What follows belongs to an exercise in optimizing a design on an open flow for small area; a production flow would make more cautious choices.
The RTL was checked by simulation tests, not by an equivalence proof against the original design.

==> job 859: inputs <==
Design filter, start of the top module:
module filter #(
    parameter DATA_WIDTH = 16
)
(
    input                               clk,
    input                               rst_n,
    input   signed [DATA_WIDTH-1:0]     FilterIn,
    input                               ValidIn,
    output      signed [32:0]           data_out,
    output                              ValidOut
);
wire [15:0] xin = ValidIn ? FilterIn : 16'd0;
reg [15:0] d1;
reg [15:0] d2;
reg [15:0] d3;
reg [15:0] d4;
reg [15:0] d5;
reg [15:0] d6;
reg [15:0] d7;
reg [15:0] d8;
reg [15:0] d9;
reg [15:0] d10;
reg [15:0] d11;
reg [15:0] d12;
reg [15:0] d13;
reg [15:0] d14;
reg [15:0] d15;
reg [15:0] d16;
reg [4:0] cnt;
reg [19:0] lo_q;
reg [25:0] up_q;
assign ValidOut = |cnt;
always @(posedge clk or negedge rst_n) begin
    if (!rst_n) cnt <= 5'd0;
    else cnt <= ValidIn ? 5'd17 : (cnt != 5'd0 ? cnt - 5'd1 : 5'd0);
end
wire [15:0] rmask = {16{rst_n}};
wire [15:0] rset = ~rmask;
always @(posedge clk) begin
    d1 <= ~(xin & rmask);
    d2 <= ~(d1 | rset);
    d3 <= ~(d2 & rmask);
    d4 <= ~(d3 | rset);
    d5 <= ~(d4 & rmask);
    d6 <= ~(d5 | rset);
    d7 <= ~(d6 & rmask);
    d8 <= ~(d7 | rset);
    d9 <= ~(d8 & rmask);
    d10 <= ~(d9 | rset);
    d11 <= ~(d10 & rmask);
    d12 <= ~(d11 | rset);
    d13 <= ~(d12 & rmask);
    d14 <= ~(d13 | rset);
    d15 <= ~(d14 & rmask);
    d16 <= ~(d15 | rset);
end
  ...
export LEC_CHECK = 0
export ABC_AREA = 1
export CAP_MARGIN = 5
export CORE_MARGIN = 2
export CORE_UTILIZATION = 65
export GPL_TIMING_DRIVEN = 0
export SLEW_MARGIN = 5
export SYNTH_HIERARCHICAL = 1
export SYNTH_MINIMUM_KEEP_SIZE = 0
create_clock -name core_clock -period 14.0 [get_ports {clk}]
standard.sh (not shown) runs the stock make flow with config.mk's settings and CLKGATE_MAP_FILE= SYNTH_SCRIPT=/design/flow/synth_recipe.tcl, a recipe that flattens the netlist after the stock synthesis.
==> flow/flow/run.sh <==
#!/bin/bash
export BUFFER_PORTS_ARGS="-buffer_cell sky130_fd_sc_hd__buf_1"
export PRE_GLOBAL_PLACE_TCL="$PWD/flow/pre_gpl.tcl"
export CTS_ARGS="-sink_clustering_enable -repair_clock_nets -sink_clustering_size 32 -sink_clustering_max_diameter 110 -buf_list sky130_fd_sc_hd__clkbuf_16 -dont_use_dummy_load"
bash standard.sh > standard.log 2>&1
==> flow/flow/pre_gpl.tcl <==
remove_buffers
==> job 5612 (differences from job 859) <==
==> flow/flow/run.sh (replaced) <==
#!/bin/bash
export BUFFER_PORTS_ARGS="-buffer_cell sky130_fd_sc_hd__buf_1"
export PRE_GLOBAL_PLACE_TCL="$PWD/flow/pre_gpl.tcl"
export CTS_ARGS="-sink_clustering_enable -repair_clock_nets -sink_clustering_size 18 -sink_clustering_max_diameter 90 -buf_list sky130_fd_sc_hd__clkbuf_8 -dont_use_dummy_load"
bash standard.sh > standard.log 2>&1
--- a/flow/config.mk
+++ b/flow/config.mk
@@ -10,3 +10,3 @@
 export CORE_MARGIN = 2
-export CORE_UTILIZATION = 65
+export CORE_UTILIZATION = 55
 export GPL_TIMING_DRIVEN = 0
==> job 8598 (differences from job 859) <==
==> flow/flow/run.sh (replaced) <==
#!/bin/bash
export BUFFER_PORTS_ARGS="-buffer_cell sky130_fd_sc_hd__buf_1"
export PRE_GLOBAL_PLACE_TCL="$PWD/flow/pre_gpl.tcl"
export CTS_ARGS="-sink_clustering_enable -repair_clock_nets -sink_clustering_size 18 -sink_clustering_max_diameter 90 -buf_list sky130_fd_sc_hd__clkbuf_8 -dont_use_dummy_load"
bash standard.sh > standard.log 2>&1
==> notes <==
Register-to-register slack: job 859 < job 8598 < job 5612.
Hold slack: job 8598 < job 859 < job 5612.
Sequential share of layout area, highest first: job 8598, job 859, job 5612.
Against job 859, the routed wire length of job 5612 is higher by about 2.6%.
Job 5612 finished clean. Job 8598 produced a clean layout. Job 859 went through all stages and came out clean.
In critical path depth, job 859 and job 5612 do not differ.
Flip-flop and latch count is the same in job 5612 and job 8598.
The highest core utilization belongs to job 859, the lowest to job 5612.
The lowest clock skew belongs to job 859, the highest to job 5612.
Die area is the same in job 859 and job 8598.

---

==> trial 34: inputs <==
filter, a different RTL version from the one above (not shown whole).
Design filter, start of the top module:
module filter #(
    parameter DATA_WIDTH = 16
)
(
    input                               clk,
    input                               rst_n,
    input   signed [DATA_WIDTH-1:0]     FilterIn,
    input                               ValidIn,
    output      signed [32:0]           data_out,
    output                              ValidOut
);
clock: 14.0 ns
lec_check: 0
cap_margin: 20
core_margin: 2
core_utilization: 65
cts_cluster_diameter: 100
cts_cluster_size: 26
gpl_timing_driven: 0
slew_margin: 20
synth_hierarchical: 1
synth_minimum_keep_size: 0
run.sh (not shown) runs the stock make flow with config.mk's settings and CLKGATE_MAP_FILE= SYNTH_SCRIPT=/design/flow/synth_recipe.tcl, a recipe that flattens the netlist after the stock synthesis.
Stock flow here: none of the scripts above is used.
==> trial 14: changes against trial 34 <==
--- a/flow/config.mk
+++ b/flow/config.mk
@@ -9,5 +9,3 @@
 export CORE_MARGIN = 2
-export CORE_UTILIZATION = 65
-export CTS_CLUSTER_DIAMETER = 100
-export CTS_CLUSTER_SIZE = 26
+export CORE_UTILIZATION = 40
 export GPL_TIMING_DRIVEN = 0
==> build 53: changes against trial 34 <==
--- a/flow/config.mk
+++ b/flow/config.mk
@@ -10,4 +10,3 @@
 export CORE_UTILIZATION = 65
-export CTS_CLUSTER_DIAMETER = 100
-export CTS_CLUSTER_SIZE = 26
+export CTS_BUF_LIST = sky130_fd_sc_hd__clkbuf_4 sky130_fd_sc_hd__clkbuf_8
 export GPL_TIMING_DRIVEN = 0
==> comparison table <==
quantity	build 53	trial 34	trial 14
Global-route wire length before repair	73.08 mm	71.41 mm	72.04 mm
Min setup slack post-route	1.569 ns	1.569 ns	1.533 ns
Core Footprint	0.03270 mm²	0.03270 mm²	0.05371 mm²
Detailed route wirelength on metal3	4.658 mm	4.111 mm	3.149 mm
Length of routed met2 wiring	21.42 mm	20.77 mm	22.73 mm
Final core utilization	0.7333	0.7139	0.4533
Slew at the pin closest to its max-slew limit	0.8110 ns	0.7991 ns	0.7650 ns
Status	finished clean	finished clean	finished clean
Total instance count after detailed placement	1664	1664	1918
First-iteration detailed-routing DRC count	700	697	655
Buffering overhead	0.03084	0.03168	0.03053
Clock Pin Slew Worst Setup and Hold Paths	0.06 ns	0.10 ns	0.07 ns

==> separate check: timing with driven ports <==
How much do the figures lean on ideal ports? The routed layouts below were timed once more, with nothing changed but the port constraints.
Step 1, drivers: a clkbuf_16 drives clk and a buf_2 each remaining input, both assumed.
Step 2 moves the port delays by t, midway between the first and last clock arrival at a register: inputs arrive t later, outputs are due t later. That takes back most of the time a late clock gives input paths.
Three values: ideal, step 1, step 2; two values: the first two.
run	shift t [ns]	setup slack, ns	latest minus earliest clock arrival (ns)
job 859	0.545	0.578 / 0.613 / 0.067	0.054 / 0.053
job 5612	0.625	0.682 / 0.715 / 0.089	0.067 / 0.067
job 8598	0.617	0.691 / 0.721 / 0.104	0.064 / 0.063
trial 34	0.568	1.569 / 1.569 / 1.237	0.027 / 0.027
trial 14	0.594	1.533 / 1.533 / 1.027	0.046 / 0.046
build 53	0.679	1.569 / 1.569 / 1.267	0.039 / 0.039
After both steps every run listed still meets setup and hold. The setup slack of job 5612, which loses most, moves by +0.033 ns with the drivers and by -0.593 ns with both steps.
